Source: an optimization exercise on an open RTL-to-GDS flow (aim: small area and a short achievable clock period). Production flows keep margins and buffers that such runs may drop.
Function was checked by simulation only, so behaviour that the tests miss may differ from the original.
No activity file was given, so power comes from the tool's default toggle rates.

<file path="flow/run.sh">
#!/bin/bash
# synth_recipe.tcl (not shown) runs the flow's synth.tcl, then flattens the netlist and writes it again
# the make line also repeats each setting of config.mk as NAME=value (left out here)
make -C /OpenROAD-flow-scripts/flow DESIGN_CONFIG=/design/flow/config.mk WORK_HOME=/design/flow/orfs CLKGATE_MAP_FILE= SYNTH_SCRIPT=/design/flow/synth_recipe.tcl finish
</file>
<file path="flow/config.mk">
export PLATFORM = sky130hd
export DESIGN_NAME = FpAdd
export DESIGN_NICKNAME = FpAdd
export VERILOG_FILES = /design/flow/design.v
export SDC_FILE = /design/flow/constraint.sdc
export NUM_CORES = 4
export LEC_CHECK = 0
export CAP_MARGIN = 20
export CORE_MARGIN = 2
export CORE_UTILIZATION = 40
export SLEW_MARGIN = 20
export SYNTH_HIERARCHICAL = 1
</file>
<file path="flow/constraint.sdc">
create_clock -name core_clock -period 10.0 [get_ports {iCLK}]
set_input_delay 2.0000 -clock core_clock [delete_from_list [all_inputs] [get_ports {iCLK}]]
set_output_delay 2.0000 -clock core_clock [all_outputs]
set_load 0.01 [all_outputs]
</file>
<file path="flow/design.v">
module FpAdd (
    input             iCLK,
    input      [26:0] iA,
    input      [26:0] iB,
    output reg [26:0] oSum
);
    wire [20:0] Lw, Sw;
    wire        sticky, sub;
    wire [7:0]  L_e;
    wire        L_s;
    FpAdd_s1 u_s1 (.iA(iA), .iB(iB), .Lw(Lw), .Sw(Sw), .sticky(sticky),
                   .sub(sub), .L_e(L_e), .L_s(L_s));
    reg [18:0] r_L;
    reg [19:0] r_S;
    reg        r_sticky;
    reg        r_sub;
    reg [7:0]  r_e;
    reg        r_s;
    always @(posedge iCLK) begin
        r_L      <= Lw[18:0];
        r_S      <= Sw[19:0];
        r_sticky <= sticky;
        r_sub    <= sub;
        r_e      <= L_e;
        r_s      <= L_s;
    end
    wire [20:0] sum;
    FpAdd_addsub u_add (.a({2'b01, r_L}), .b({1'b0, r_S}), .sub(r_sub),
                        .borrow(r_sticky), .s(sum));
    wire [26:0] res;
    FpAdd_s2 u_s2 (.r_sum(sum), .r_e(r_e), .r_s(r_s), .res(res));
    always @(posedge iCLK)
        oSum <= res;
endmodule
module FpAdd_s1 (
    input  [26:0] iA,
    input  [26:0] iB,
    output [20:0] Lw,
    output [20:0] Sw,
    output        sticky,
    output        sub,
    output [7:0]  L_e,
    output        L_s
);
    wire        A_s = iA[26];
    wire [7:0]  A_e = iA[25:18];
    wire        B_s = iB[26];
    wire [7:0]  B_e = iB[25:18];
    wire A_larger = iA[25:1] > iB[25:1];
    assign L_e = A_larger ? A_e : B_e;
    assign L_s = A_larger ? A_s : B_s;
    wire [16:0] L_fr = A_larger ? iA[17:1] : iB[17:1];
    wire        L_0  = A_larger ? iA[0] : iB[0];
    wire pass = (A_e == 8'd0) | (B_e == 8'd0);
    wire [8:0]  dAB  = {1'b0, A_e} - {1'b0, B_e};
    wire [7:0]  dBA  = B_e - A_e;
    wire        A_lt = dAB[8];
    wire [7:0]  d    = A_lt ? dBA : dAB[7:0];
    wire        tie  = (A_e == B_e);
    wire [16:0] Y_fr = A_lt ? iA[17:1] : iB[17:1];
    wire [19:0] Ysh;
    FpAdd_align u_al (.f(Y_fr), .d(d), .w(Ysh));
    wire [19:0] W = pass ? 20'd0 :
                    (tie & ~A_larger) ? {1'b1, iA[17:1], 2'b00} : Ysh;
    wire [4:0] tzA, tzB;
    FpAdd_ctz u_tzA (.f(iA[17:1]), .tz(tzA));
    FpAdd_ctz u_tzB (.f(iB[17:1]), .tz(tzB));
    wire [4:0] tzY  = A_lt ? tzA : tzB;
    wire       nzY1 = |Y_fr[16:1];
    assign     sticky = ~pass & (
                   (d >= 8'd3 && d <= 8'd18) ? ({3'd0, tzY} + 8'd3 <= d) :
                   (d == 8'd19)              ? nzY1 :
                   (d >= 8'd20 && d <= 8'd35));
    assign Lw  = {2'b01, L_fr, pass & L_0, 1'b0};
    assign Sw  = {1'b0, W};
    assign sub = A_s ^ B_s;
endmodule
module FpAdd_align (
    input  [16:0] f,
    input  [7:0]  d,
    output [19:0] w
);
    assign w = (d >= 8'd20) ? 20'd0 : ({1'b1, f, 2'b00} >> d[4:0]);
endmodule
module FpAdd_ctz (
    input  [16:0] f,
    output reg [4:0] tz
);
    integer i;
    always @* begin
        tz = 5'd17;
        for (i = 16; i >= 0; i = i - 1)
            if (f[i])
                tz = i[4:0];
    end
endmodule
module FpAdd_addsub (
    input  [20:0] a,
    input  [20:0] b,
    input         sub,
    input         borrow,
    output [20:0] s
);
    wire [20:0] y = b ^ {21{sub}};
    wire [20:0] p = a ^ y;
    reg  [20:0] G, P, Gn, Pn;
    integer k, m;
    always @* begin
        G = a & y;
        P = p;
        for (k = 1; k < 21; k = k * 2) begin
            Gn = G; Pn = P;
            for (m = k; m < 21; m = m + 1) begin
                Gn[m] = G[m] | (P[m] & G[m-k]);
                Pn[m] = P[m] & P[m-k];
            end
            G = Gn; P = Pn;
        end
    end
    wire        cin = sub & ~borrow;
    wire [20:0] c = {G[19:0] | (P[19:0] & {20{cin}}), cin};
    assign s = p ^ c;
endmodule
module FpAdd_s2 (
    input  [20:0] r_sum,
    input  [7:0]  r_e,
    input         r_s,
    output [26:0] res
);
    reg [4:0] lz;
    integer j;
    always @* begin
        lz = 5'd21;
        for (j = 0; j < 21; j = j + 1)
            if (r_sum[j])
                lz = 5'd20 - j[4:0];
    end
    wire [20:0] norm  = r_sum << lz;
    wire [7:0]  e_out = r_e + 8'd1 - {3'd0, lz};
    wire        zero  = (r_e == 8'd0) | ~norm[20];
    assign res = zero ? 27'd0 : {r_s, e_out, norm[19:2]};
endmodule
</file>
==> run summary, run 1 <==
The run finished with no timing, DRC or antenna violations. The relative slew slack is 38.4%. The number of fill cells is 2,150. The largest individual stage delay along the critical path comes from the cell sky130_fd_sc_hd__xor2_1.

The post-route netlist has 8.01% of its cells at a drive strength greater than 1. The worst register-to-register path ends at oSum[25]. Traced cell by cell, the critical path runs through buf_4 > xor2_1 > ha_1 > a211oi_2 > nor2_2 > o2111a_2 > o41ai_4 > o21ai_1 > xor2_1 > inv_1 > a211oi_1 > o31ai_2 > nor2_4 > clkinv_2 > ha_1 > ha_1 > fa_1 > a21o_1 > a21o_1 > a21o_1 > a21oi_1 > xnor2_1 > nor2_1. The longest individual stage delay on the worst path is 750 ps, and the total of hold buffers inserted after clock tree synthesis is 0. After detailed routing, the number of remaining DRC violations is 0. The tools report the half-perimeter wire length of the detailed placement result as 19,800 µm. In this run the critical register-to-register path is launched from r_sub.

Measured along the y axis, the die boundary spans 151 µm. The synthesized area per cell was 7.82 µm². The tools report the number of global-route vias before repair as 7,821.

The routed design uses 1030 µm of met3 wire. For this run, the number of Yosys warnings is 10. The tools report the endpoint of the worst hold-timing path as oSum[26]. The logs give 40,300 µm for the wire length of the first global-routing pass and 0 for the number of nets with antenna violations after routing. Setup repair after global routing left no endpoint under its margin. Setup total negative slack on the finished layout was measured at 0 ps. The latest clock arrival within the worst-skew pair was 340 ps; the last weighted congestion value of the routability-driven placer was 0.916. After technology mapping, the gate count stands at 1,102.

For this run, the top clock speed supported by timing is 0.156 GHz. In this run the post-CTS setup repair buffer count came out at 0. Summing all flip-flop and latch instances after layout gives 0.00154 mm². The number of placed instances, taps included, is 1,408. Detailed routing inserted a total of 8,232 vias. The final critical delay including setup and external delays is 6390 ps. During placement, the flow inserted port buffers numbering 81. The post-route met1 wirelength was 11,500 µm. Measured on the finished design, the core utilization comes to 46.5%. The number of cells traversed by the worst register-to-register path works out to 23.

The area overhead of the layout relative to synthesis was 13.7%. In this run the power density over the cells is 249 mW/mm². The tightest min-delay check is of the flop to flop type.

The clock net in this run drives a total of 77 sinks. Of all nets on the critical path, the largest fanout is 23. For the worst setup path, the data required time is 10,200 ps. CTS built an H-tree with a depth of 3. The count of TritonRoute iterations in the first routing pass was 7; the routed wire length was 25,000 µm. The mapped netlist covers 0.00862 mm².

The met2 layer wire length in the routed design was 11,700 µm; the area of the multi-input gates was 0.00641 mm². For the number of top-level pins, the log shows 82. Once the floorplan was initialized, standard cells occupied 40.9% of the core. The logs give 0 for the number of antenna violations at the first check in global routing and 0 for the antenna diode count. Leaving out filler cells and counting taps, the final layout contains 1,424. Clock-pin slew was measured on the worst setup and hold paths at 60 ps. The number of clock buffers added by TritonCTS is 9. Max-cap violations in this run came to 0. The most frequent standard cell in the layout excluding fill and tap cells is sky130_fd_sc_hd__nor2_1. After the last flow step, the layout net total stands at 1,276. For the final-report hold violation count, the log shows 0. After detailed routing, no signal wire sits above met4. The floorplan step set the die width to 151 µm. The tools report the startpoint of the lowest-slack hold path as r_s. STA classifies the critical path endpoint as a flop. The library cells used most frequently in the layout, excluding fill and tap cells, are sky130_fd_sc_hd__nor2_1, sky130_fd_sc_hd__clkdlybuf4s50_1, sky130_fd_sc_hd__nand2_1.

For this run, the total global-route usage over all layers was measured as 22.0%. Cell chosen for the clock root: sky130_fd_sc_hd__clkbuf_16. Dividing the final minimum period by the clock period gives 63.9%.

Across the VDD grid, the largest voltage drop is 0.103 mV. Data on the critical path arrives at its endpoint at 6590 ps. The number of setup violations in the final report is 0, and the average detailed-routed wire length per instance is 17.6 µm.

In this run the static leakage power is 0.00407 µW. The run gives 53 as the count of standard-cell rows. After floorplanning, the core was sized to cover 0.0211 mm².

The worst setup path is launched from a flop. After clock tree synthesis, the repair step resized 0 gates. The total grt overflow was 0; the final clock skew was 8.13 ps. The worst setup path is of the flop to flop kind. TritonCTS built the clock tree.

The die covers 0.0227 mm². The tools report the buffer levels on the longest clock path as 2. Entering global routing, the biggest net connects 45 pins.

In this run the register-to-register setup slack is 3610 ps. For the number of pins exceeding their max-slew limit in the final report, the log shows 0. Hold-critical path depth: 2.

After detailed routing, the number of vias per cell comes to 5.78. The transition time at the pin with the least slew margin is 921 ps. In this run, the number of DRC markers left after iteration 0 of detailed routing was 572.
[where the power goes]
part	switching (µW)	total [µW]	internal, µW
Sequential	25.4	424	398
Combinational	987	1660	675
Clock	135	358	223
[layer usage]
metal | GRT usage [%] | up-vias
met3 | 2.95 | 44
met2 | 35.9 | 251
met5 | 0 | -
li1 | - | 4100
met1 | 29.5 | 3837
met4 | 8.55 | 0
[critical path, delay by kind of cell, from the launching register on]
kind            cells  cell delay (ps)
buf+inv             3              760
fa+ha+maj           4             1190
xor+xnor            3             1070
flops               1              310
simple gates        3              490
compound gates     10             2410
[sequential cells by signal, summed over array words and instances (netlist names)]
signal,flops
r_sticky,1
r_S,20
r_sub,1
r_e,8
r_s,1
r_L,19
oSum,27
[stage by stage]
| stage | setup slack, ps | area, µm² | power (µW) | hold slack (ps) |
|---|---|---|---|---|
| 2_1_floorplan | 4150 | 8620 | 1640 | 394 |
| 3_3_place_gp | 3600 | 9470 | 2070 | 399 |
| 3_5_place_dp | 3500 | 9470 | 2070 | 400 |
| 4_1_cts | 3580 | 9800 | 2440 | 409 |
| 5_1_grt | 3090 | 9800 | 2640 | 422 |
| 6_report | 3610 | 9800 | 2440 | 408 |
[final cells by class]
cell class,instances,area share (%)
inverters,77,2.97
clock inverters,7,1.07
clock buffers,9,2.30
well taps,275,3.51
flip-flops and latches,77,15.7
multi-input cells,888,65.4
repair buffers,91,9.04
[worst max path at each step]
stage,start,endpoint,slack [ps]
final,r_sub,oSum[25],3610
after global routing,r_sub,oSum[25],3090
after CTS,r_sub,oSum[25],3580
after detailed placement,iA[18],r_S[2],3500
after global placement,iA[18],r_S[11],3600
after floorplan,r_sub,oSum[25],4150
==> run 2: changes to the inputs <==
==> flow/design.v (replaced) <==
module FpAdd (
    input             iCLK,
    input      [26:0] iA,
    input      [26:0] iB,
    output reg [26:0] oSum
);
    wire [20:0] p, g;
    wire        cin;
    wire [7:0]  e1;
    wire        L_s;
    FpAdd_s1 u_s1 (.iA(iA), .iB(iB), .p(p), .g(g), .cin(cin), .e1(e1),
                   .L_s(L_s));
    reg [20:0] r_p;
    reg [19:1] r_g;
    reg        r_cin;
    reg [7:0]  r_e1;
    reg        r_s;
    always @(posedge iCLK) begin
        r_p   <= p;
        r_g   <= g[19:1];
        r_cin <= cin;
        r_e1  <= e1;
        r_s   <= L_s;
    end
    wire [26:0] res;
    FpAdd_s2 u_s2 (.p(r_p), .g({1'b0, r_g, 1'b0}), .cin(r_cin), .e1(r_e1),
                   .sgn(r_s), .res(res));
    always @(posedge iCLK)
        oSum <= res;
endmodule
module FpAdd_s1 (
    input  [26:0] iA,
    input  [26:0] iB,
    output [20:0] p,      
    output [20:0] g,      
    output        cin,    
    output [7:0]  e1,     
    output        L_s     
);
    wire        A_s = iA[26];
    wire [7:0]  A_e = iA[25:18];
    wire        B_s = iB[26];
    wire [7:0]  B_e = iB[25:18];
    wire A_larger = iA[25:1] > iB[25:1];
    assign L_s = A_larger ? A_s : B_s;
    wire [16:0] L_fr = A_larger ? iA[17:1] : iB[17:1];
    wire        L_0  = A_larger ? iA[0] : iB[0];
    wire pass = (A_e == 8'd0) | (B_e == 8'd0);
    wire [8:0]  dAB  = {1'b0, A_e} - {1'b0, B_e};
    wire [7:0]  dBA  = B_e - A_e;
    wire        A_lt = dAB[8];
    wire [7:0]  d    = A_lt ? dBA : dAB[7:0];
    wire        tie  = (A_e == B_e);
    assign e1 = (A_lt ? B_e : A_e) + 8'd1;
    wire [16:0] Y_fr = A_lt ? iA[17:1] : iB[17:1];
    wire [19:0] Ysh;
    FpAdd_align u_al (.f(Y_fr), .d(d), .w(Ysh));
    wire [19:0] W = pass ? 20'd0 :
                    (tie & ~A_larger) ? {1'b1, iA[17:1], 2'b00} : Ysh;
    wire [4:0] tzA, tzB;
    FpAdd_ctz u_tzA (.f(iA[17:1]), .tz(tzA));
    FpAdd_ctz u_tzB (.f(iB[17:1]), .tz(tzB));
    wire [4:0] tzY  = A_lt ? tzA : tzB;
    wire       nzY1 = |Y_fr[16:1];
    wire       sticky = ~pass & (
                   (d >= 8'd3 && d <= 8'd18) ? ({3'd0, tzY} + 8'd3 <= d) :
                   (d == 8'd19)              ? nzY1 :
                   (d >= 8'd20 && d <= 8'd35));
    wire [20:0] Lw  = {2'b01, L_fr, pass & L_0, 1'b0};
    wire        sub = A_s ^ B_s;
    wire [20:0] y   = {1'b0, W} ^ {21{sub}};
    assign p   = Lw ^ y;
    assign g   = Lw & y;
    assign cin = sub & ~sticky;
endmodule
module FpAdd_align (
    input  [16:0] f,
    input  [7:0]  d,
    output [19:0] w
);
    assign w = (d >= 8'd20) ? 20'd0 : ({1'b1, f, 2'b00} >> d[4:0]);
endmodule
module FpAdd_ctz (
    input  [16:0] f,
    output reg [4:0] tz
);
    integer i;
    always @* begin
        tz = 5'd17;
        for (i = 16; i >= 0; i = i - 1)
            if (f[i])
                tz = i[4:0];
    end
endmodule
module FpAdd_s2 (
    input  [20:0] p,
    input  [20:0] g,
    input         cin,
    input  [7:0]  e1,
    input         sgn,
    output [26:0] res
);
    reg  [20:0] G, P, Gn, Pn;
    integer k, m;
    always @* begin
        G = g;
        P = p;
        for (k = 1; k < 21; k = k * 2) begin
            Gn = G; Pn = P;
            for (m = k; m < 21; m = m + 1) begin
                Gn[m] = G[m] | (P[m] & G[m-k]);
                Pn[m] = P[m] & P[m-k];
            end
            G = Gn; P = Pn;
        end
    end
    wire [20:0] c   = {G[19:0] | (P[19:0] & {20{cin}}), cin};
    wire [20:0] sum = p ^ c;
    reg [4:0] lz;
    integer j;
    always @* begin
        lz = 5'd21;
        for (j = 0; j < 21; j = j + 1)
            if (sum[j])
                lz = 5'd20 - j[4:0];
    end
    wire [20:0] norm  = sum << lz;
    wire [7:0]  e_out = e1 - {3'd0, lz};
    wire        zero  = (e1 == 8'd1) | ~norm[20];
    assign res = zero ? 27'd0 : {sgn, e_out, norm[19:2]};
endmodule
--- a/flow/config.mk
+++ b/flow/config.mk
@@ -9,4 +9,3 @@
 export CORE_MARGIN = 2
 export CORE_UTILIZATION = 40
 export SLEW_MARGIN = 20
-export SYNTH_HIERARCHICAL = 1
==> run 2 against run 1 <==
  * Flip-flop and latch count did not move
  * First-iteration DRC count shrank 13%
  * Total power shrank 16%
  * Critical path depth unchanged
  * Sequential power increased by 15%
  * Cell area is 0.96% lower
  * Non-clock buffer count fell by 2
  * Setup slack got worse by 300 ps
  * Sequential share of layout area up 0.15 points
  * Register-to-register slack improved by 1600 ps
  * Utilization rose by 1.0 points
  * Largest cell class unchanged
  * Still clean
  * Wire length decreased by 4.5%
==> run summary, run 2 <==
Clock tree synthesis inserted a total of 9 buffers. Between clock sinks in the finished design, the worst skew comes to 10.2 ps. The final net count is 1,225. The worst hold path passes through 2 cells. The cell area that synthesis handed to floorplanning was 0.00838 mm². In this run the post-CTS setup repair buffer count came out at 0. Cell internal power was estimated by the tool at 1140 µW. The switching part of the total power came out at 44.4%. After synthesis, the share of flip-flops with an asynchronous set or reset is 0%. For the number of global-route vias before repair, the log shows 7,453. For the number of antenna violations at the first check in global routing, the log shows 0. 0 antenna diodes ended up in the layout.

Final critical delay including setup and external delays: 6690 ps. In the final layout, the registers with the most flip-flops are oSum x27, r_p x21, r_g x19. The Yosys step of the flow raised 3 warnings. Entering global routing, the biggest net connects 52 pins. The tree built by TritonCTS fans out to 77 sinks. Sequential cells account for 23.7% of the total power. The synthesized area per cell works out to 7.98 µm².

The congestion estimate from routability-driven global placement came to 0.932. Synthesis handed over a netlist of 1,051 instances. The endpoint identified for the worst register-to-register timing path is oSum[25]. For the number of maximum-capacitance violations, the log shows 0. The routed design has 23,900 µm of wire. After clock tree synthesis, the clock-pin slew on the worst setup and hold paths is 70 ps.

In this run the core area contains 52 standard-cell rows. The die extent in x came out at 149 µm. The startpoint identified for the worst hold timing path is r_s.

The commonest cells after synthesis are sky130_fd_sc_hd__mux2i_1, sky130_fd_sc_hd__dfxtp_1, sky130_fd_sc_hd__nand2_1, sky130_fd_sc_hd__inv_1, sky130_fd_sc_hd__nor2_1. Once routing completed, OpenROAD measured the worst setup slack at 3310 ps. At the pin with the least slew margin, the transition time is 1120 ps.

In this run the power spent charging and discharging nets is 913 µW. Type of the setup path with the least slack: primary input to flop. The logs give 0 for the number of nets with antenna violations after routing and 7,974 for the via count. The first detailed-routing pass ran for 6 iterations. The number of pins exceeding their max-slew limit in the final report was 0; the setup total negative slack was 0 ps. The floorplan step defined a die boundary enclosing 0.0221 mm². The global-route usage over all layers was 21.5%.

The cell chosen for the clock root was sky130_fd_sc_hd__clkbuf_16. The register-to-register setup slack is 5180 ps. The tools report the sequential element share of the synthesized area as 18.4%. In the layout the commonest cells are sky130_fd_sc_hd__mux2i_1, sky130_fd_sc_hd__clkdlybuf4s50_1, sky130_fd_sc_hd__dfxtp_1. The area occupied by registers is 0.00154 mm².

In this run, the clock network consumes 15.1% of the power. Compared with the post-synthesis result, the final layout area differs by 15.8%. Before CTS, the worst setup slack after placement is 3060 ps. The library cell with the largest summed area after synthesis is sky130_fd_sc_hd__dfxtp_1. After legalization and detailed placement, the total HPWL measured 19,000 µm. The most used flip-flop cell after synthesis is sky130_fd_sc_hd__dfxtp_1. The total overflow left after global routing is 0. In the final layout, the share of cells above drive strength 1 is 7.85%. Summing all multi-input logic gate instances after layout gives 0.00638 mm².

In this run the vertical extent of the chip is 149 µm. STA classifies the critical path endpoint as a flop. The largest fanout of any net on the critical path is 51. In the routed design, unresolved DRC markers number 0. The most frequent cell after synthesis is sky130_fd_sc_hd__mux2i_1. For this configuration, the core starts out at a cell density of 41.0%. In this run the critical register-to-register path is launched from r_p[2].

By area the synthesized netlist is led by sky130_fd_sc_hd__dfxtp_1, sky130_fd_sc_hd__mux2i_1, sky130_fd_sc_hd__ha_1, sky130_fd_sc_hd__xnor2_1, sky130_fd_sc_hd__a21oi_1. The flip-flop count of the largest register after layout works out to 27. The final critical path takes up 66.9% of the cycle. Setup repair after global routing left no endpoint under its margin. The maximum level of the CTS H-tree is 3, and the number of setup violations in the final report is 0. The layout has 2,083 filler cells. The register with the most flip-flops was oSum. IR analysis of the VDD net gives a maximum drop of 0.0968 mV. For this block, the initial DRC count from the detailed router was 496. The first global-routing pass estimated 38,600 µm of wire.

The number of top-level pins is 82. For the standard cell area after detailed placement, the log shows 0.00941 mm². For this run, the top clock speed supported by timing is 0.149 GHz. The number of enable-type register cells in the synthesized netlist is 0.

The number of cells on the worst reg-to-reg path is 17. The tools report the total of hold buffers inserted after clock tree synthesis as 0. The clock reaches the later pin of the worst-skew pair after 330 ps. The longest clock path from root to sink contains 2 buffers. The path with the worst hold slack has its endpoint at oSum[26]. The synthesized design contains 77 register bits.

TritonCTS built the clock tree. Port buffering added 81 buffers. STA classifies the critical path startpoint as a primary input.

In this run the static leakage power is 0.00400 µW. Relative slew slack: 25.2%. The library cell used most frequently in the layout, excluding fill and tap cells, is sky130_fd_sc_hd__mux2i_1.

The via-per-instance ratio is 5.79, and the data required time of the critical path is 10,250 ps. The final-report hold violation count was 0. The run gives 6950 ps as the critical path arrival. The area of all placed cells without fillers was 0.00971 mm²; the average detailed-routed wire length per instance was 17.3 µm. Combinational cells account for 61.1% of the total power. The class of the worst hold path was flop to flop. The number of distinct library cells after synthesis came out at 91. After clock tree synthesis, the repair step resized 0 gates. The run finished with no timing, DRC or antenna violations.

The ratio of total power to cell area works out to 212 mW/mm². The area fraction of the dominant cell type after synthesis was 18.4%; the core area was 0.0204 mm².
## run 2: cell type report
cell class                 count  area share (%)
inverter                      76            2.94
timing repair buffer          89            8.97
clock buffer                  10            2.46
sequential                    77            15.9
clock inverter                 6           0.554
multi-input combinational    850            65.7
tap                          270            3.48
## run 2: logic make-up (layout without fill, tap and decap cells)
group                      count (synthesis)  in the layout  synth area share, %
muxes                                    117            117                 15.1
other                                      1              1               0.0447
adders and majority gates                 67             67                 10.3
buffers and inverters                    124            181                 6.15
DFF                                       77             77                 18.4
AOI/OAI and AO/OA                        300            300                 25.8
and+or+nand+nor                          315            315                 19.0
xor gates and xnor gates                  50             50                 5.22
## run 2: per-stage QoR
stage,util (%),std cells,hold slack [ps],total power [µW]
2_1_floorplan,-,1051,394,1390
3_3_place_gp,46.0,1362,419,1730
3_5_place_dp,46.1,1362,428,1740
4_1_cts,47.5,1378,432,2060
5_1_grt,47.5,1378,455,2220
6_report,47.5,1378,421,2060
## run 2: power groups by stage
stage	Combinational, µW	Clock [µW]	Sequential (µW)
detailed placement	1240	0	494
floorplan	911	0	483
global route	1390	333	503
CTS	1250	320	487
finish	1260	311	488
global placement	1240	0	493
## run 2: how the worst max path moves through the flow
stage / start / to / slack, ps
after floorplan: iA[18] / r_cin / 3950
after global placement: iA[18] / r_cin / 2730
after detailed placement: iA[18] / r_cin / 3060
after CTS: iA[18] / r_cin / 3390
after global routing: iA[18] / r_cin / 2860
final: iA[18] / r_cin / 3310
## run 2: worst max-delay path, stage by stage
cell and delay [ps]:
sky130_fd_sc_hd__clkdlybuf4s50_1 490, sky130_fd_sc_hd__inv_1 90, sky130_fd_sc_hd__ha_1 160, sky130_fd_sc_hd__inv_1 50, sky130_fd_sc_hd__fa_1 380, sky130_fd_sc_hd__a21o_1 200
sky130_fd_sc_hd__a21oi_1 330, sky130_fd_sc_hd__o221ai_4 170, sky130_fd_sc_hd__buf_4 340, sky130_fd_sc_hd__nor3_1 310, sky130_fd_sc_hd__or4b_2 670, sky130_fd_sc_hd__o22ai_1 180
sky130_fd_sc_hd__xnor2_1 100, sky130_fd_sc_hd__ha_1 310, sky130_fd_sc_hd__o21a_1 120, sky130_fd_sc_hd__o21ai_0 70, sky130_fd_sc_hd__nand2b_1 80, sky130_fd_sc_hd__a21oi_1 60
sky130_fd_sc_hd__a31oi_1 200, sky130_fd_sc_hd__o21ai_0 120, sky130_fd_sc_hd__o21ai_0 160, sky130_fd_sc_hd__o21ai_0 100, sky130_fd_sc_hd__a41oi_1 230
## run 2: routing by layer
metal	GRT usage, %	part of all wire (%)
met2	35.5	46
met5	0	0
met4	7.05	2.5
met1	29.6	48
met3	1.96	3.2
==> run 3: changes to the inputs <==
--- a/flow/design.v
+++ b/flow/design.v
@@ -4,26 +4,28 @@
     input      [26:0] iB,
     output reg [26:0] oSum
 );
-    wire [20:0] p, g;
+    wire [17:0] L;
+    wire [20:0] y;
     wire        cin;
     wire [7:0]  e1;
     wire        L_s;
-    FpAdd_s1 u_s1 (.iA(iA), .iB(iB), .p(p), .g(g), .cin(cin), .e1(e1),
+    FpAdd_s1 u_s1 (.iA(iA), .iB(iB), .L(L), .y(y), .cin(cin), .e1(e1),
                    .L_s(L_s));
-    reg [20:0] r_p;
-    reg [19:1] r_g;
+    reg [17:0] r_L;
+    reg [20:0] r_y;
     reg        r_cin;
     reg [7:0]  r_e1;
     reg        r_s;
     always @(posedge iCLK) begin
-        r_p   <= p;
-        r_g   <= g[19:1];
+        r_L   <= L;
+        r_y   <= y;
         r_cin <= cin;
         r_e1  <= e1;
         r_s   <= L_s;
     end
+    wire [20:0] Lw = {2'b01, r_L, 1'b0};
     wire [26:0] res;
-    FpAdd_s2 u_s2 (.p(r_p), .g({1'b0, r_g, 1'b0}), .cin(r_cin), .e1(r_e1),
+    FpAdd_s2 u_s2 (.p(Lw ^ r_y), .g(Lw & r_y), .cin(r_cin), .e1(r_e1),
                    .sgn(r_s), .res(res));
     always @(posedge iCLK)
         oSum <= res;
@@ -31,8 +33,8 @@
 module FpAdd_s1 (
     input  [26:0] iA,
     input  [26:0] iB,
-    output [20:0] p,      
-    output [20:0] g,      
+    output [17:0] L,      
+    output [20:0] y,      
     output        cin,    
     output [7:0]  e1,     
     output        L_s     
@@ -57,20 +59,19 @@
     FpAdd_align u_al (.f(Y_fr), .d(d), .w(Ysh));
     wire [19:0] W = pass ? 20'd0 :
                     (tie & ~A_larger) ? {1'b1, iA[17:1], 2'b00} : Ysh;
-    wire [4:0] tzA, tzB;
-    FpAdd_ctz u_tzA (.f(iA[17:1]), .tz(tzA));
-    FpAdd_ctz u_tzB (.f(iB[17:1]), .tz(tzB));
-    wire [4:0] tzY  = A_lt ? tzA : tzB;
-    wire       nzY1 = |Y_fr[16:1];
-    wire       sticky = ~pass & (
-                   (d >= 8'd3 && d <= 8'd18) ? ({3'd0, tzY} + 8'd3 <= d) :
-                   (d == 8'd19)              ? nzY1 :
-                   (d >= 8'd20 && d <= 8'd35));
-    wire [20:0] Lw  = {2'b01, L_fr, pass & L_0, 1'b0};
+    wire        d_hi = |d[7:5];
+    reg  [15:0] M;
+    integer i;
+    always @*
+        for (i = 0; i < 16; i = i + 1)
+            M[i] = ~d_hi & (d[4:0] >= i + 3) & (d[4:0] <= 5'd18);
+    wire sticky = ~pass & (
+                      |(Y_fr[15:0] & M) |
+                      (~d_hi & d[4:0] == 5'd19 & |Y_fr[16:1]) |
+                      (d >= 8'd20 && d <= 8'd35));
     wire        sub = A_s ^ B_s;
-    wire [20:0] y   = {1'b0, W} ^ {21{sub}};
-    assign p   = Lw ^ y;
-    assign g   = Lw & y;
+    assign L   = {L_fr, pass & L_0};
+    assign y   = {1'b0, W} ^ {21{sub}};
     assign cin = sub & ~sticky;
 endmodule
 module FpAdd_align (
@@ -79,18 +80,6 @@
     output [19:0] w
 );
     assign w = (d >= 8'd20) ? 20'd0 : ({1'b1, f, 2'b00} >> d[4:0]);
-endmodule
-module FpAdd_ctz (
-    input  [16:0] f,
-    output reg [4:0] tz
-);
-    integer i;
-    always @* begin
-        tz = 5'd17;
-        for (i = 16; i >= 0; i = i - 1)
-            if (f[i])
-                tz = i[4:0];
-    end
 endmodule
 module FpAdd_s2 (
     input  [20:0] p,
==> run 3 against run 2 <==
  * Flip-flop and latch count shrank 1
  * Setup slack gained 150 ps
  * Still clean on timing, DRC and antenna
  * Combinational power hardly changed
  * Non-clock buffer count grew 1
  * Hold slack better by 14 ps
==> run summary, run 3 <==
The number of antenna violations at the first check in global routing was 0. Ranked by instance count, the synthesized netlist is headed by sky130_fd_sc_hd__mux2i_1, sky130_fd_sc_hd__dfxtp_1, sky130_fd_sc_hd__nor2_1, sky130_fd_sc_hd__nand2_1, sky130_fd_sc_hd__a21oi_1. Setup violations remaining at the end of the flow were counted as 0.

The critical path is of the primary input to flop type. Compared with the post-synthesis result, the final layout area differs by 17.2%. After synthesis, the share of flip-flops with an asynchronous set or reset is 0%. Entering global routing, the biggest net connects 63 pins. The post-route netlist has 7.60% of its cells at a drive strength greater than 1. The average detailed-routed wire length per instance is 16.8 µm. Data required time of the critical path: 10,280 ps. The half-perimeter wire length of the detailed placement result came out at 16,800 µm. For this design the ratio of total power to cell area is 228 mW/mm². Final-report hold violation count: 0. The largest fanout of any net on the critical path is 62, and the portion of the clock cycle consumed by the worst path in the final layout is 65.4%. The flip-flop count of the largest register after layout was 27; the via-per-instance ratio was 5.63. The root buffer cell chosen for the clock tree is sky130_fd_sc_hd__clkbuf_16.

The die extent in x is 142 µm, and the standby leakage power is 0.00385 µW. The tools report the area enclosed by the die boundary as 0.0203 mm². Register with the most flip-flops: oSum.

The tools report the number of warnings reported in the yosys synthesis log as 3. The total CTS buffers was 9. The count of TritonRoute iterations in the first routing pass came out at 6.

The tools report the number of maximum-capacitance violations as 0. 82 I/O pins were placed. The maximum achievable frequency came out at 0.153 GHz. Library cell with the largest summed area after synthesis: sky130_fd_sc_hd__dfxtp_1. Setup repair after global routing left no endpoint under its margin.

Counting every instance in the synthesized netlist gives 956. For this design, the CTS-stage hold fixing added 0 buffers.

TritonCTS built the clock tree. Summed over its instances, the top area cell type makes up 19.8% of the synthesized netlist area. The number of distinct library cells after synthesis is 81. The most frequent standard cell in the layout excluding fill and tap cells was sky130_fd_sc_hd__mux2i_1.

The tools report the number of nets with antenna violations after routing as 0. The tools report the starting density of the core as 40.9%. The floorplan has 50 rows. The final route contains 7,025 vias. Most frequent cell after synthesis: sky130_fd_sc_hd__mux2i_1. The tools report the detailed-route DRC error count as 0. For the worst setup path, the data arrival time is 6820 ps. The die boundary height came out at 142 µm. The largest registers in the layout are oSum x27, r_y x21, r_L x18. After the first detailed-routing iteration, the DRC count stood at 432.

The worst setup path is launched from a primary input. The H-tree was split into 3 levels. Across the routed clock network, the largest skew measured is 9.00 ps. IR analysis of the VDD net gives a maximum drop of 0.119 mV.

STA classifies the critical path endpoint as a flop. The routed design could run at a clock period as short as 6540 ps. The setup total negative slack is 0 ps, and the global-route usage over all layers is 21.0%. By area the synthesized netlist is led by sky130_fd_sc_hd__dfxtp_1, sky130_fd_sc_hd__mux2i_1, sky130_fd_sc_hd__ha_1, sky130_fd_sc_hd__xnor2_1, sky130_fd_sc_hd__a21oi_1. The share of the Yosys chip area taken by registers is 19.8%. In this run the standard cell core region covers 0.0188 mm². The clock drives 76 sinks. The total grt overflow was 0. In this run the tightest slew margin relative to its limit is 32.5%. Buffers added to address setup during post-CTS repair amount to 0.

The number of pins exceeding their max-slew limit in the final report is 0, and the latest clock arrival within the worst-skew pair is 340 ps. In this run, placement finished with an instance count of 1,231. The number of antenna diodes in the final layout is 0. After synthesis the netlist holds a flip-flop and latch count of 76. The count of buffers inserted at the top-level ports was 81. The worst hold path belongs to the class flop to flop. The flow ran to the end and the layout has no timing, DRC or antenna violations. The average instance in the mapped netlist occupies 8.02 µm². Among all flip-flop cells after synthesis, the most frequent one is sky130_fd_sc_hd__dfxtp_1. The finished layout holds 1,247 standard cells, fillers aside.

After detailed routing, the total wire length is 21,000 µm. For this run, the share of the core covered by cells in the final layout is 47.9%. In the layout the commonest cells are sky130_fd_sc_hd__mux2i_1, sky130_fd_sc_hd__clkdlybuf4s50_1, sky130_fd_sc_hd__dfxtp_1. At the end of routability-driven placement, the weighted congestion stood at 0.900. The wire length of the first global-routing pass is 34,400 µm.

The run gives 6,754 as the number of global-route vias before repair. The number of enable-type register cells in the synthesized netlist is 0. In this run the cell area of the synthesized design comes to 0.00767 mm². For the pin with the worst max-slew slack, the measured transition is 1010 ps. The number of gates resized after CTS was 0. The clock-pin transition on the worst setup and hold timing paths works out to 60 ps. For the buffer levels on the longest clock path, the log shows 2.

After the last flow step, the layout net total stands at 1,123.
-- run 3: cell families (layout without fill, tap and decap cells) --
group                      count (synthesis)  in the layout  synth area share [%]
buffers and inverters                    114            171                  6.25
and+or+nand+nor                          268            268                  17.1
xor gates and xnor gates                  51             51                  5.82
muxes                                    129            129                  17.4
DFF                                       76             76                  19.8
adders and majority gates                 60             60                  10.1
AOI/OAI and AO/OA                        258            258                  23.5
-- run 3: where the power goes --
part           switching [µW]  leakage, µW  internal, µW
Clock                     134     0.000159           223
Combinational             708      0.00305           561
Sequential               30.5     0.000641           395
Total                     873      0.00385          1180
-- run 3: final timing paths --
path         slack (ps)  endpoint   start  cells after the start
min reg2reg         440  oSum[26]     r_s                      1
max reg2reg        4810  oSum[25]  r_y[5]                     19
min                 440  oSum[26]     r_s                      1
max                3460     r_cin  iA[22]                     17
-- run 3: area by class of cell --
type / instances / area (µm²)
Clock buffer: 9 / 225
Clock inverter: 7 / 105
Fill cell: 1914 / 9780
Inverter: 65 / 244
Multi-Input combinational cell: 766 / 5720
Sequential cell: 76 / 1520
Tap cell: 234 / 293
Timing Repair Buffer: 90 / 878
-- run 3: layer usage --
| metal | GRT usage, % | vias to the layer above | part of all wire, % |
|---|---|---|---|
| li1 | - | 3599 | - |
| met1 | 28.5 | 3220 | 47 |
| met2 | 34.8 | 167 | 46 |
| met3 | 1.99 | 39 | 3.8 |
| met4 | 7.40 | 0 | 2.5 |
| met5 | 0 | - | 0 |
-- run 3: critical path: stages --
cell	delay, ps
sky130_fd_sc_hd__clkdlybuf4s50_1	590
sky130_fd_sc_hd__inv_1	70
sky130_fd_sc_hd__ha_1	370
sky130_fd_sc_hd__nand4_1	240
sky130_fd_sc_hd__o221ai_4	260
sky130_fd_sc_hd__buf_4	610
sky130_fd_sc_hd__nor2_1	80
sky130_fd_sc_hd__a221oi_1	450
sky130_fd_sc_hd__xnor2_2	90
sky130_fd_sc_hd__buf_4	240
sky130_fd_sc_hd__nor2_1	410
sky130_fd_sc_hd__nand2_1	190
sky130_fd_sc_hd__a211oi_1	290
sky130_fd_sc_hd__o21ai_1	90
sky130_fd_sc_hd__a221o_1	350
sky130_fd_sc_hd__a221oi_1	290
sky130_fd_sc_hd__o21a_1	160
-- run 3: per-stage QoR --
step / cell area [µm²] / total power (µW) / setup slack, ps / hold WS (ps)
after global routing: 8990 / 2220 / 3010 / 479
after global placement: 8660 / 1700 / 3290 / 426
after floorplan: 7670 / 1340 / 4610 / 414
final: 8990 / 2050 / 3460 / 436
after CTS: 8990 / 2060 / 3540 / 438
after detailed placement: 8660 / 1700 / 3200 / 422
==> run 4: changes to the inputs <==
==> flow/flow/run.sh (new file) <==
#!/bin/bash
# Standard ORFS layout; the port buffers are buf_2 cells instead of the
# delay-buffer cell buffer_ports picks by default.
export BUFFER_PORTS_ARGS="-buffer_cell sky130_fd_sc_hd__buf_2"
bash standard.sh > standard.log 2>&1
==> flow/standard.sh (new file) <==
#!/bin/bash
# synth_recipe.tcl (not shown) runs the flow's synth.tcl, then flattens the netlist and writes it again
# the make line also repeats each setting of config.mk as NAME=value (left out here)
make -C /OpenROAD-flow-scripts/flow DESIGN_CONFIG=/design/flow/config.mk WORK_HOME=/design/flow/orfs CLKGATE_MAP_FILE= SYNTH_SCRIPT=/design/flow/synth_recipe.tcl "${@:-finish}"
removed: flow/run.sh
==> run 4 against run 3 <==
  * Register-to-register slack better by 50 ps
  * Via count is 0.27% higher
  * Utilization is 2.2 points lower
  * Clock power hardly changed
  * Synthesized area stayed put
  * Hold slack better by 3.1 ps
==> run summary, run 4 <==
The flow ran to the end and the layout has no timing, DRC or antenna violations. The number of enable-type register cells in the synthesized netlist is 0. Routability-driven placement finished with a final weighted congestion of 0.942.

Via count: 7,044. The first detailed-routing pass took 5 iterations. The final critical delay including setup and external delays came out at 6400 ps.

The critical path starts at iA[18]. In the layout the commonest cells are sky130_fd_sc_hd__mux2i_1, sky130_fd_sc_hd__buf_2, sky130_fd_sc_hd__dfxtp_1. The worst hold path begins at r_s.

Setup repair after global routing left no endpoint under its margin. In this run the worst path has a maximum fanout of 37. Setup total negative slack on the finished layout was measured at 0 ps. The tools report the global-route usage over all layers as 20.9%. The synthesized design spends more area on one cell type than any other, namely sky130_fd_sc_hd__dfxtp_1. Clock sink count: 76. The cell area that synthesis handed to floorplanning was 0.00767 mm². The synthesized netlist contains 81 unique library cells.

The number of top-level pins is 82, and the final net count is 1,123. The number of buffers and inverters on the critical path is 5. The routed wire length came out at 21,000 µm.

Yosys attributes the largest share of cell area to sky130_fd_sc_hd__dfxtp_1, sky130_fd_sc_hd__mux2i_1, sky130_fd_sc_hd__ha_1, sky130_fd_sc_hd__xnor2_1, sky130_fd_sc_hd__a21oi_1. The flip-flop count of the largest register after layout is 27, and the share of async-settable or async-resettable flops after synthesis is 0%. Ratio of total power to cell area: 232 mW/mm². The number of nets with antenna violations after routing is 0.

The layout cell share with drive strength beyond 1 was 15.6%. The portion of the clock cycle consumed by the worst path in the final layout is 64.0%, and the post-synthesis cell count is 956. In this run the number of H-tree levels came out at 3. The number of clock buffers added by TritonCTS is 9.

The run gives 2 as the buffer levels on the longest clock path. Between clock sinks in the finished design, the worst skew comes to 8.52 ps. After clock tree synthesis, the repair step resized 0 gates. TritonCTS built the clock tree. The synthesized design contains 76 register bits. The core region is 0.0188 mm². The tools report the number of antenna violations at the first check in global routing as 0. Among all flip-flop cells after synthesis, the most frequent one is sky130_fd_sc_hd__dfxtp_1. The die boundary height came out at 142 µm. The worst setup path is launched from a primary input. The register with the most flip-flops in the final layout is oSum.

The number of antenna diodes in the final layout is 0. For this run, design rule violations remaining after detail routing come to 0. Entering global routing, the biggest net connects 38 pins.

In the final layout, the registers with the most flip-flops are oSum x27, r_y x21, r_L x18. The transition time at the pin with the least slew margin is 999 ps. The half-perimeter wire length of the detailed placement result is 16,800 µm, and the DRC marker count from the first detailed-route iteration is 398. In this run the core area contains 50 standard-cell rows. The top cell type by area accounts for 19.8% of the synthesized area. The sequential element share of the synthesized area is 19.8%, and the clock-pin transition on the worst setup and hold timing paths is 70 ps. Setup violations remaining at the end of the flow were counted as 0. The run gives 6,699 as the number of global-route vias before repair. By count the netlist is led by sky130_fd_sc_hd__mux2i_1, sky130_fd_sc_hd__dfxtp_1, sky130_fd_sc_hd__nor2_1, sky130_fd_sc_hd__nand2_1, sky130_fd_sc_hd__a21oi_1.

After detailed routing, the number of vias per cell comes to 5.65. The largest individual stage delay along the critical path comes from the cell sky130_fd_sc_hd__o221ai_4. On the worst path, the slowest cell contributes a delay of 620 ps.

Cell chosen for the clock root: sky130_fd_sc_hd__clkbuf_16. The worst setup path is of the primary input to flop kind. The die covers 0.0203 mm². Dividing the synthesized area by the synthesized cell count gives 8.02 µm². STA puts the critical path data arrival time at 6680 ps.

The tools report the total grt overflow as 0. The signal on the critical path passes through buf_2 > inv_1 > ha_1 > inv_1 > fa_1 > a21o_1 > a21oi_1 > o221ai_4 > buf_4 > mux2i_2 > buf_4 > and2_1 > nor2_1 > a211oi_1 > o21ai_1 > o31a_1 > a2111o_1 > a221o_1 > a221oi_1 > o21a_1. The number of non-filler instances in the completed layout is 1,247.

The final-report hold violation count is 0, and the instance count after placement with tap cells included is 1,231. The logs give 0 for the number of pins exceeding their max-slew limit in the final report and 0 for the number of maximum-capacitance violations. The total of hold buffers inserted after clock tree synthesis was 0; the count of buffers inserted at the top-level ports was 81. The run gives 3 as the number of warnings reported in the yosys synthesis log. The most frequent standard cell in the layout excluding fill and tap cells was sky130_fd_sc_hd__mux2i_1. The standby leakage power is 0.00385 µW.

The first global-routing pass estimated 34,300 µm of wire. The average detailed-routed wire length per instance is 16.9 µm. Headroom to the max-slew limit came out at 33.1%. For the number of buffers inserted by post-CTS setup repair, the log shows 0. Data on the critical path is required at its endpoint by 10,280 ps. Relative to the synthesized area, the layout overhead comes to 11.9%. The startpoint identified for the worst register-to-register timing path is r_y[5]. For the worst-skew pair, the clock arrives at the later sink with an insertion delay of 340 ps. STA classifies the critical path endpoint as a flop.

In this design, the largest share of critical-path delay is due to compound AO/OA/AOI/OAI gates. The initial utilization of the core area, before any placement, comes to 40.9%. The most frequent cell after synthesis is sky130_fd_sc_hd__mux2i_1. The die is 142 µm wide. The run gives 0.102 mV as the maximum VDD drop. For this run, the top clock speed supported by timing is 0.156 GHz.

Class of the worst hold path: flop to flop.
-- run 4: kinds of logic after synthesis --
family | count (synthesis) | synth area share [%]
and+or+nand+nor | 268 | 17.1
AOI/OAI and AO/OA | 258 | 23.5
muxes | 129 | 17.4
buffers and inverters | 114 | 6.25
DFF | 76 | 19.8
adders and majority gates | 60 | 10.1
xor gates and xnor gates | 51 | 5.82
-- run 4: worst register-to-register path: stages, from the launching register on --
cell	delay, ps
sky130_fd_sc_hd__dfxtp_1	300
sky130_fd_sc_hd__ha_1	380
sky130_fd_sc_hd__and3_1	230
sky130_fd_sc_hd__and3_1	240
sky130_fd_sc_hd__a211oi_4	400
sky130_fd_sc_hd__a211oi_2	160
sky130_fd_sc_hd__o31a_1	340
sky130_fd_sc_hd__or3_1	530
sky130_fd_sc_hd__and2_1	270
sky130_fd_sc_hd__o211a_1	370
sky130_fd_sc_hd__inv_2	360
sky130_fd_sc_hd__ha_1	290
sky130_fd_sc_hd__nor2b_1	120
sky130_fd_sc_hd__o21ai_0	140
sky130_fd_sc_hd__nand2b_1	100
sky130_fd_sc_hd__a21o_1	180
sky130_fd_sc_hd__a21o_1	190
sky130_fd_sc_hd__nor3_1	200
sky130_fd_sc_hd__xnor2_1	150
sky130_fd_sc_hd__nor2_1	50
-- run 4: power breakdown --
group          switching [µW]  total, µW  internal [µW]
Combinational             716       1220            499
Sequential               28.4        423            394
Clock                     133        355            223
Total                     877       1990           1120
-- run 4: path summary, 6_finish.rpt --
check	cells after the start	slack (ps)	endpoint
max	20	3600	r_cin
min	1	440	oSum[26]
min reg2reg	1	440	oSum[26]
max reg2reg	19	4860	oSum[25]
-- run 4: metal layers --
layer	routed length, µm	up-vias	GRT usage, %
li1	-	3597	-
met1	10100	3215	28.2
met2	9560	187	34.5
met3	820	45	1.99
met4	584	0	8.23
met5	0	-	0
-- run 4: final cells by class --
class                      instances  area (µm²)
tap                              234         293
inverter                          65         244
clock inverter                     7         105
multi-input combinational        766        5720
fill                            1909       10200
timing repair buffer              90         473
clock buffer                       9         225
sequential                        76        1520
-- run 4: through the flow --
stage | instance area, µm² | setup slack [ps] | total power, µW | hold slack, ps | utilization (%)
finish | 8580 | 3600 | 1990 | 439 | 45.7
global route | 8580 | 3320 | 2150 | 479 | 45.7
CTS | 8580 | 3640 | 1990 | 439 | 45.7
detailed placement | 8250 | 3290 | 1630 | 424 | 44.0
global placement | 8250 | 3400 | 1630 | 430 | 44.0
floorplan | 7670 | 4610 | 1340 | 414 | -
==> run 5: changes to the inputs <==
--- a/flow/config.mk
+++ b/flow/config.mk
@@ -8,4 +8,5 @@
 export CAP_MARGIN = 20
 export CORE_MARGIN = 2
 export CORE_UTILIZATION = 40
+export SETUP_SLACK_MARGIN = 3.8
 export SLEW_MARGIN = 20
==> run 5 against run 4 <==
  * Clock skew about the same
  * Register-to-register slack about the same
  * Hold slack unchanged
  * First-iteration DRC count decreased by 10%
  * Non-clock buffer count unchanged
  * Count of clock-buffer cells in the layout unchanged
  * Synthesized cell count unchanged
  * Sequential power about the same
  * Total power about the same
  * Flip-flop and latch count unchanged
  * Sequential share of layout area decreased by 0.069 points
  * Highest routed layer unchanged
==> run summary, run 5 <==
The largest fanout of any net on the critical path was 37; the die boundary height was 142 µm. The global-route usage over all layers came out at 21.1%. The pre-antenna-repair detailed-routing pass consisted of 5 iterations.

In this run the number of H-tree levels came out at 3. Element type at the critical path end: a flop. The cell area that synthesis handed to floorplanning was 0.00767 mm².

Each instance of the synthesized netlist takes up on average 8.02 µm². At the worst endpoint, the required time is 10,280 ps. The routed layout has 7,068 vias.

The number of maximum-capacitance violations came out at 0. Summed over all layers, the global routing overflow is 0. For this design, the sink count on the clock tree is 76. The number of antenna violations at the first check in global routing came out at 0.

The area overhead of the layout relative to synthesis is 12.4%. The wire length of the first global-routing pass is 34,500 µm. The last weighted congestion value of the routability-driven placer is 0.942. Most frequent cell after synthesis: sky130_fd_sc_hd__mux2i_1. The cell chosen for the clock root is sky130_fd_sc_hd__clkbuf_16. The total CTS buffers came out at 9. The number of global-route vias before repair came out at 6,733. Setup repair after global routing could not meet its margin everywhere. The startpoint type of the worst setup path is a primary input. The tools report the number of setup violations in the final report as 0.

Type of the setup path with the least slack: primary input to flop. Detailed placement finished with a half-perimeter wire length of 16,800 µm. In the final layout, the registers with the most flip-flops are oSum x27, r_y x21, r_L x18. Buffers placed on the I/O ports in this run total 81. The number of buffers and inverters on the critical path is 5.

The flip-flop count of the largest register after layout works out to 27. The tools report the starting density of the core as 40.9%. For the pin with the worst max-slew slack, the measured transition is 1010 ps. Timing would allow up to 0.163 GHz.

Cells with a size suffix above 1 make up 16.0% of the layout. For the pin count of the biggest net entering global routing, the log shows 38. The post-synthesis register bit count was 76.

The final-report hold violation count was 0. Leaving out fill and tap cells, the most frequent cell in the layout is sky130_fd_sc_hd__mux2i_1. The run gives 358 as the DRC marker count from the first detailed-route iteration. For the final net count, the log shows 1,124.

In the layout the commonest cells are sky130_fd_sc_hd__mux2i_1, sky130_fd_sc_hd__buf_2, sky130_fd_sc_hd__dfxtp_1. Among cell families on the critical path, the largest total delay comes from compound AO/OA/AOI/OAI gates. The tools report the standard cell area after detailed placement as 0.00825 mm².

The number of enable-type register cells in the synthesized netlist is 0. The most numerous cell type found on the critical path is sky130_fd_sc_hd__inv_1. The tightest min-delay check is of the flop to flop type. Sorting the synthesized cells by how often they occur yields sky130_fd_sc_hd__mux2i_1, sky130_fd_sc_hd__dfxtp_1, sky130_fd_sc_hd__nor2_1, sky130_fd_sc_hd__nand2_1, sky130_fd_sc_hd__a21oi_1. OpenSTA, run right after detailed placement, puts the worst setup slack at 3290 ps.

The area enclosed by the die boundary was 0.0203 mm²; the share of async-settable or async-resettable flops after synthesis was 0%. Counting the fill cells in the layout gives 1,906. The area of all placed cells without fillers was 0.00862 mm². 0 antenna diodes ended up in the layout. The smallest clock period supported by the final layout is computed as 6140 ps. Maximum VDD drop: 0.102 mV. The signal on the critical path passes through buf_2 > inv_1 > ha_1 > inv_1 > fa_1 > a21o_1 > a21oi_2 > o221ai_4 > buf_6 > mux2i_2 > buf_4 > and2_1 > nor2_1 > a211oi_1 > o21ai_1 > o31a_1 > a2111o_1 > a221o_1 > a221oi_1 > o21a_1. The logs give 0 for the number of nets with antenna violations after routing and 0 for the detailed-route DRC error count. After clock tree synthesis, the setup repair step added 0 buffers. The synthesized design spends more area on one cell type than any other, namely sky130_fd_sc_hd__dfxtp_1. For this design the static power due to leakage is 0.00386 µW. Clock skew on the completed layout was measured at 8.29 ps. The critical path arrival was 6410 ps. The run finished with no timing, DRC or antenna violations.

The floorplan step set the die width to 142 µm. The final worst setup slack is 3860 ps, and the average detailed-routed wire length per instance is 16.9 µm. In this run, distinct cell masters in the synthesized netlist total 81. The routed wire length was 21,100 µm; the relative slew slack was 32.1%. The region available for standard cell placement spans 0.0188 mm². After detailed routing, the number of vias per cell comes to 5.66. In the post-synthesis netlist, the biggest area contributors are sky130_fd_sc_hd__dfxtp_1, sky130_fd_sc_hd__mux2i_1, sky130_fd_sc_hd__ha_1, sky130_fd_sc_hd__xnor2_1, sky130_fd_sc_hd__a21oi_1. Yosys printed 3 warnings. The post-synthesis cell count is 956. The count of standard-cell rows came out at 50.

The standard cell with the maximum stage delay on the critical path was sky130_fd_sc_hd__fa_1. In the final layout, flip-flops and latches occupy 0.00152 mm². The most used flip-flop cell after synthesis is sky130_fd_sc_hd__dfxtp_1. During I/O placement, the number of pins put on the boundary was 82. The portion of the clock cycle consumed by the worst path in the final layout was 61.4%; the sequential element share of the synthesized area was 19.8%.

Total of hold buffers inserted after clock tree synthesis: 0. In this run the biggest area consumer among cell types represents 19.8% of the synthesized area. The number of pins exceeding their max-slew limit in the final report came out at 0. After clock tree synthesis, the clock-pin slew on the worst setup and hold paths is 70 ps. Latest clock arrival within the worst-skew pair: 340 ps.

The register with the most flip-flops is oSum. The longest individual stage delay on the worst path is 390 ps. Summing all multi-input logic gate instances after layout gives 0.00575 mm². For the final routed database, the setup TNS stands at 0 ps.

The buffer levels on the longest clock path is 2. TritonCTS built the clock tree. The ratio of total power to cell area works out to 232 mW/mm².
## run 5: kinds of logic after synthesis
logic type | after synthesis | share of synthesized area [%]
XOR/XNOR | 51 | 5.82
buffers and inverters | 114 | 6.25
multiplexers | 129 | 17.4
adder cells (fa/ha/maj) | 60 | 10.1
flip-flops | 76 | 19.8
AND/OR/NAND/NOR | 268 | 17.1
AO/OA/AOI/OAI | 258 | 23.5
## run 5: area by class of cell
cell class / instances / area share [%]
multi-input combinational: 767 / 66.7
timing repair buffer: 90 / 5.53
inverter: 65 / 2.83
clock buffer: 9 / 2.61
clock inverter: 7 / 1.22
tap: 234 / 3.40
sequential: 76 / 17.7
## run 5: power breakdown
group | switching (µW) | leakage [µW] | internal [µW]
Combinational | 717 | 0.00306 | 500
Sequential | 28.4 | 0.000641 | 394
Clock | 133 | 0.000159 | 223
Total | 878 | 0.00386 | 1120
## run 5: layer usage
layer	part of all wire, %	global-route usage [%]
met5	0	0
met3	4.0	2.02
met4	3.0	8.70
met2	46	34.8
met1	47	28.1
## run 5: repair_timing
| item | CTS | global route |
|---|---|---|
| cloned | 1 | 0 |
| gates resized for setup | 2 | 2 |
| pin swaps | 1 | 1 |
| endpoints found under the setup margin | 1 | 9 |
## run 5: worst paths after layout
kind	endpoint	cells past startpoint	from	slack, ps
setup / recovery	r_cin	20	iA[18]	3860
hold / removal	oSum[26]	1	r_s	440
setup reg to reg	oSum[25]	19	r_y[5]	4860
hold reg to reg	oSum[26]	1	r_s	440
## run 5: stage by stage
stage	instances	total power [µW]	hold WS (ps)	utilization (%)
2_1_floorplan	956	1340	414	-
3_3_place_gp	1231	1630	430	44.0
3_5_place_dp	1231	1630	424	44.0
4_1_cts	1248	2000	439	45.9
5_1_grt	1248	2150	479	45.9
6_report	1248	2000	439	45.9
==> run 6: changes to the inputs <==
--- a/flow/config.mk
+++ b/flow/config.mk
@@ -8,5 +8,5 @@
 export CAP_MARGIN = 20
 export CORE_MARGIN = 2
 export CORE_UTILIZATION = 40
-export SETUP_SLACK_MARGIN = 3.8
+export SETUP_SLACK_MARGIN = 4.5
 export SLEW_MARGIN = 20
==> run 6 against run 5 <==
  * Still clean
  * First-iteration DRC count increased by 29%
  * Register-to-register slack improved by 130 ps
  * Wire length grew 5.1%
  * Critical path type unchanged
  * Largest power group unchanged
==> run summary, run 6 <==
After the last flow step, the layout net total stands at 1,159. Entering global routing, the biggest net connects 38 pins. The tools report the data required time of the critical path as 10,280 ps. At the worst endpoint, the arrival time is 5690 ps.

Timing would allow up to 0.185 GHz. For the final-report hold violation count, the log shows 0. In this run the count of I/O pins placed on the die edge is 82.

The initial utilization of the core area, before any placement, comes to 40.9%. The logs give 461 for the DRC marker count from the first detailed-route iteration and 0 for the number of antenna violations at the first check in global routing. The library cells used most frequently in the layout, excluding fill and tap cells, are sky130_fd_sc_hd__mux2i_1, sky130_fd_sc_hd__buf_2, sky130_fd_sc_hd__dfxtp_1. Area of all placed cells without fillers: 0.00914 mm². At the pin with the least slew margin, the transition time is 1010 ps.

Counting flops per register, the top entry is oSum. The synthesized design devotes to its leading area cell type 19.8% of total area. The die extent in x was 142 µm; the number of distinct library cells after synthesis was 81. The post-synthesis register bit count was 76. Ranked by instance count, the synthesized netlist is headed by sky130_fd_sc_hd__mux2i_1, sky130_fd_sc_hd__dfxtp_1, sky130_fd_sc_hd__nor2_1, sky130_fd_sc_hd__nand2_1, sky130_fd_sc_hd__a21oi_1.

The area enclosed by the die boundary was 0.0203 mm². Once detail routing completed, the nets flagged for antenna violations numbered 0. The floorplan has 50 rows.

The clock passes through at most 2 buffers. The via-per-instance ratio was 5.69; the via count was 7,302. Final clock skew: 8.21 ps. The run gives 6,745 as the number of global-route vias before repair.

The number of warnings reported in the yosys synthesis log came out at 3. The run finished with no timing, DRC or antenna violations. The standard cell area after detailed placement was 0.00825 mm²; the antenna diode count was 0.

The average detailed-routed wire length per instance is 17.3 µm, and the setup total negative slack is 0 ps. Yosys instantiated no cell more often than sky130_fd_sc_hd__mux2i_1. Type of the setup path with the least slack: primary input to flop. The first global-routing pass estimated 34,700 µm of wire.

Once detailed placement completed, the half-perimeter wirelength came to 16,800 µm. The worst setup path is launched from a primary input. The H-tree was split into 3 levels.

In this run the tightest slew margin relative to its limit is 32.4%. The library cell used most frequently in the layout, excluding fill and tap cells, is sky130_fd_sc_hd__mux2i_1. Summing the sequential cell areas from Yosys gives 19.8% of the chip area. The worst path uses 54.1% of the clock period. The tools report the number of fill cells as 1,851. The largest registers in the layout are oSum x27, r_y x21, r_L x18. The area growth from synthesis to layout is 19.1%. The clock-pin transition on the worst setup and hold timing paths works out to 60 ps.

The run gives 9 as the total CTS buffers. The cell area that synthesis handed to floorplanning was 0.00767 mm². For this run, design rule violations remaining after detail routing come to 0. The post-route netlist has 21.2% of its cells at a drive strength greater than 1.

In this run the tool buffered the top-level ports with 81 buffer cells. In the post-synthesis netlist, the biggest area contributors are sky130_fd_sc_hd__dfxtp_1, sky130_fd_sc_hd__mux2i_1, sky130_fd_sc_hd__ha_1, sky130_fd_sc_hd__xnor2_1, sky130_fd_sc_hd__a21oi_1. The tools report the cell chosen for the clock root as sky130_fd_sc_hd__clkbuf_16. Counting flops with a built-in enable in the synthesized netlist gives 0.

TritonCTS built the clock tree. In the post-route analysis, the smallest setup slack over all paths is 4590 ps. The latest clock arrival within the worst-skew pair is 340 ps. The region available for standard cell placement spans 0.0188 mm². Setup violations remaining at the end of the flow were counted as 0.

For the post-place setup slack, the log shows 3290 ps. The synthesized area per cell came out at 8.02 µm². The path class of the tightest hold or removal check is flop to flop. The last weighted congestion value of the routability-driven placer was 0.942; the largest fanout of any net on the critical path was 11. The predominant post-synthesis flop cell is sky130_fd_sc_hd__dfxtp_1.

The instance count after placement with tap cells included is 1,231. For this run the aggregate overflow at the end of global routing stands at 0. For this design the ratio of total power to cell area is 227 mW/mm². The library cell with the largest summed area after synthesis was sky130_fd_sc_hd__dfxtp_1. The run gives 76 as the clock sink count. The first detailed-routing pass took 5 iterations. The final critical delay including setup and external delays came out at 5410 ps. Of all flip-flops after synthesis, the portion carrying an async set or reset was 0%. The tools report the maximum VDD drop as 0.102 mV.

The worst setup path is captured at a flop. The standby leakage power came out at 0.00407 µW. The register with the most flip-flops in the layout has 27 of them. For this run, the total global-route usage over all layers was measured as 21.2%. For this block, the routed nets add up to 22,200 µm of wire. The tools report the number of pins exceeding their max-slew limit in the final report as 0. Max-cap violations in this run came to 0. After technology mapping, the gate count stands at 956.

Setup repair after global routing left no endpoint under its margin. The die is 142 µm tall. Total power for the finished layout comes to 2070 µW. The finished layout holds 1,283 standard cells, fillers aside.
## run 6: changes by cell type in the layout (fill, tap and decap cells not counted), sizes merged
cell    previous run  this run
buf               90       121
nand3             22        23
clkinv             0         1
clkbuf             9        12
inv               69        68
## run 6: metrics by stage
stage | hold WS, ps | utilization (%)
floorplan | 414 | -
global placement | 430 | 44.0
detailed placement | 424 | 44.0
CTS | 439 | 46.4
global route | 479 | 48.7
finish | 439 | 48.7
## run 6: layout make-up
cell class	instances	area (µm²)	area share (%)
Clock buffer	9	225	2.47
Clock inverter	7	105	1.15
Inverter	65	250	2.74
Multi-Input combinational cell	768	5920	64.8
Sequential cell	76	1520	16.7
Tap cell	234	293	3.20
Timing Repair Buffer	124	817	8.94
## run 6: cell families after synthesis
| group | Yosys count | synth area share (%) |
|---|---|---|
| and+or+nand+nor | 268 | 17.1 |
| AOI/OAI and AO/OA | 258 | 23.5 |
| muxes | 129 | 17.4 |
| buffers and inverters | 114 | 6.25 |
| DFF | 76 | 19.8 |
| adders and majority gates | 60 | 10.1 |
| xor gates and xnor gates | 51 | 5.82 |
## run 6: path summary, 6_finish.rpt
| check | slack (ps) | cells after the start | to | from |
|---|---|---|---|---|
| max | 4590 | 19 | r_cin | iA[18] |
| min | 440 | 1 | oSum[26] | r_s |
| max reg2reg | 4990 | 19 | oSum[25] | r_L[1] |
| min reg2reg | 440 | 1 | oSum[26] | r_s |
## run 6: layer usage
metal | GRT usage, % | vias to the layer above | routed length [µm]
met1 | 28.5 | 3330 | 10100
met5 | 0 | - | 0
met4 | 8.65 | 0 | 912
li1 | - | 3682 | -
met2 | 35.0 | 225 | 10200
met3 | 1.99 | 65 | 1090
## run 6: power breakdown
part / switching (µW) / internal, µW
Combinational: 743 / 549
Clock: 134 / 223
Sequential: 28.3 / 394
## run 6: critical path, stage by stage
cell	delay, ps
sky130_fd_sc_hd__buf_6	110
sky130_fd_sc_hd__inv_4	50
sky130_fd_sc_hd__ha_4	130
sky130_fd_sc_hd__inv_4	40
sky130_fd_sc_hd__fa_2	390
sky130_fd_sc_hd__a21o_1	220
sky130_fd_sc_hd__a21oi_4	180
sky130_fd_sc_hd__o221ai_4	220
sky130_fd_sc_hd__buf_12	220
sky130_fd_sc_hd__a21oi_2	200
sky130_fd_sc_hd__xnor2_2	120
sky130_fd_sc_hd__buf_12	160
sky130_fd_sc_hd__a211oi_4	210
sky130_fd_sc_hd__o21ai_1	100
sky130_fd_sc_hd__o31a_1	300
sky130_fd_sc_hd__a2111o_1	350
sky130_fd_sc_hd__a221o_1	280
sky130_fd_sc_hd__a221oi_2	260
sky130_fd_sc_hd__o21a_1	150
## run 6: timing repair
action	CTS	global route
buffers inserted	4	26
cloned	2	4
resized for setup	16	39
pin swaps	3	17
endpoints found under the setup margin	21	21
hold buffers	0	0
==> run 7: changes to the inputs <==
--- a/flow/config.mk
+++ b/flow/config.mk
@@ -5,6 +5,7 @@
 export SDC_FILE = /design/flow/constraint.sdc
 export NUM_CORES = 4
 export LEC_CHECK = 0
+export ABC_AREA = 1
 export CAP_MARGIN = 20
 export CORE_MARGIN = 2
 export CORE_UTILIZATION = 40
==> run 7 against run 6 <==
  * Still clean on timing, DRC and antenna
  * Register-to-register slack better by 70 ps
  * Setup slack better by 160 ps
  * Wire length up 12%
  * Combinational power about the same
  * First-iteration DRC count up 13%
  * Sequential share of layout area up 0.73 points
  * Via count up 13%
  * Critical path type unchanged
  * Cell count up 20%
  * Highest routed layer unchanged
  * Clock skew up 3.5 ps
  * Critical path depth down 2
==> run summary, run 7 <==
The flow ran to the end and the layout has no timing, DRC or antenna violations. Of the post-synthesis cell area, the dominant cell type holds 19.8%. sky130_fd_sc_hd__nand2_1 is the most common cell in the netlist. Setup repair after global routing could not meet its margin everywhere. The clock period could shrink to 5250 ps.

Entering global routing, the biggest net connects 59 pins. Detailed placement finished with a half-perimeter wire length of 19,900 µm. The tools report the number of setup violations in the final report as 0.

The root buffer cell chosen for the clock tree is sky130_fd_sc_hd__clkbuf_16. By area the synthesized netlist is led by sky130_fd_sc_hd__dfxtp_1, sky130_fd_sc_hd__nand2_1, sky130_fd_sc_hd__ha_1, sky130_fd_sc_hd__inv_1, sky130_fd_sc_hd__nand3_1. For the number of global-route vias before repair, the log shows 7,671. The layout cell share with drive strength beyond 1 was 15.1%.

In the layout the commonest cells are sky130_fd_sc_hd__nand2_1, sky130_fd_sc_hd__inv_1, sky130_fd_sc_hd__nand3_1. The antenna diode count was 0; the number of antenna violations at the first check in global routing was 0. Max-cap violations in this run came to 0. The tools report the area enclosed by the die boundary as 0.0203 mm².

The standard cell with the maximum stage delay on the critical path was sky130_fd_sc_hd__ha_1. The ratio of total power to cell area works out to 238 mW/mm². Predominant post-synthesis flop cell: sky130_fd_sc_hd__dfxtp_1.

During placement, the flow inserted port buffers numbering 81. Detailed routing inserted a total of 8,272 vias. In this run the count of I/O pins placed on the die edge is 82. After Yosys synthesis, XOR and XNOR cells account for 5.16% of the synthesized area. The register with the most flip-flops in the layout has 27 of them. At the pin with the least slew margin, the transition time is 880 ps. After Yosys synthesis, full adders, half adders and majority gates account for 10.1% of the synthesized area.

The number of pins exceeding their max-slew limit in the final report is 0. The number of fill cells was 2,074; the maximum VDD drop was 0.0888 mV. Summed over all failing endpoints, the final setup total negative slack is 0 ps.

Yosys mapped the design onto 59 distinct sky130hd cell types. The total area inside the core boundary comes to 0.0188 mm². The average detailed-routed wire length per instance is 16.1 µm.
run 7: changes by cell type after synthesis, moves of 20 or more:
cell and change:
sky130_fd_sc_hd__a211oi_1 -27, sky130_fd_sc_hd__a21o_1 -20, sky130_fd_sc_hd__inv_1 +102, sky130_fd_sc_hd__mux2_2 -21, sky130_fd_sc_hd__mux2i_1 -100, sky130_fd_sc_hd__nand2_1 +259, sky130_fd_sc_hd__nand3_1 +93, sky130_fd_sc_hd__o21ai_0 +75
sky130_fd_sc_hd__xnor2_1 -40, sky130_fd_sc_hd__xor2_1 +25
run 7: worst min-delay path, cell delays in order, from the launching register on:
cell and delay, ps:
sky130_fd_sc_hd__dfxtp_1 310, sky130_fd_sc_hd__inv_1 50, sky130_fd_sc_hd__nor2_1 30
run 7: metrics by stage:
stage / util, % / std cells
after global placement: 43.6 / 1514
after floorplan: - / 1236
after global routing: 46.6 / 1545
final: 46.6 / 1545
after detailed placement: 43.7 / 1514
after CTS: 46.1 / 1538
run 7: layout make-up:
cell class                 count  area, µm²  share of cell area [%]
sequential                    76       1520                    17.4
multi-input combinational    943       5420                    61.9
timing repair buffer          93        495                    5.66
inverter                     180        687                    7.85
clock buffer                   9        225                    2.57
timing repair inverter         3       17.5                   0.200
clock inverter                 7       92.6                    1.06
tap                          234        293                    3.34
run 7: metal layers:
metal  share of wire, %  global-route usage, %  wire length (µm)
met5                  0                      0                 0
met4                2.4                   7.40               603
met3                5.5                   2.59              1360
met2                 47                   41.4             11800
met1                 45                   32.6             11100
run 7: logic make-up (layout without fill, tap and decap cells):
| logic type | after synthesis | count (layout) |
|---|---|---|
| simple gates | 607 | 609 |
| compound gates | 227 | 227 |
| buf+inv | 219 | 292 |
| flops | 76 | 76 |
| fa+ha+maj | 60 | 60 |
| xor+xnor | 41 | 41 |
| mux | 6 | 6 |
run 7: repair_timing:
action	4_1_cts	5_1_grt
resized for setup	14	17
endpoints found under the setup margin	21	24
setup buffers	7	3
pin swaps	1	3
gates cloned	1	4
run 7: worst paths after layout:
check | from | to | slack (ps) | cells after the start
worst max-delay path | iA[22] | r_y[0] | 4750 | 17
worst min-delay path | r_s | oSum[26] | 420 | 2
worst max register to register | r_y[4] | oSum[25] | 5060 | 26
worst min register to register | r_s | oSum[26] | 420 | 2
run 7: power by group:
group | total, µW | switching [µW] | internal [µW]
clock network | 337 | 138 | 200
logic | 1320 | 880 | 437
registers | 426 | 29.8 | 396

Setup slack of run 7, layout unchanged: 4.755 ns with ideal ports, 4.758 ns with driving cells assumed (clock clkbuf_16, inputs buf_2), 4.379 ns with port delays also shifted by the 0.380 ns mid clock arrival.
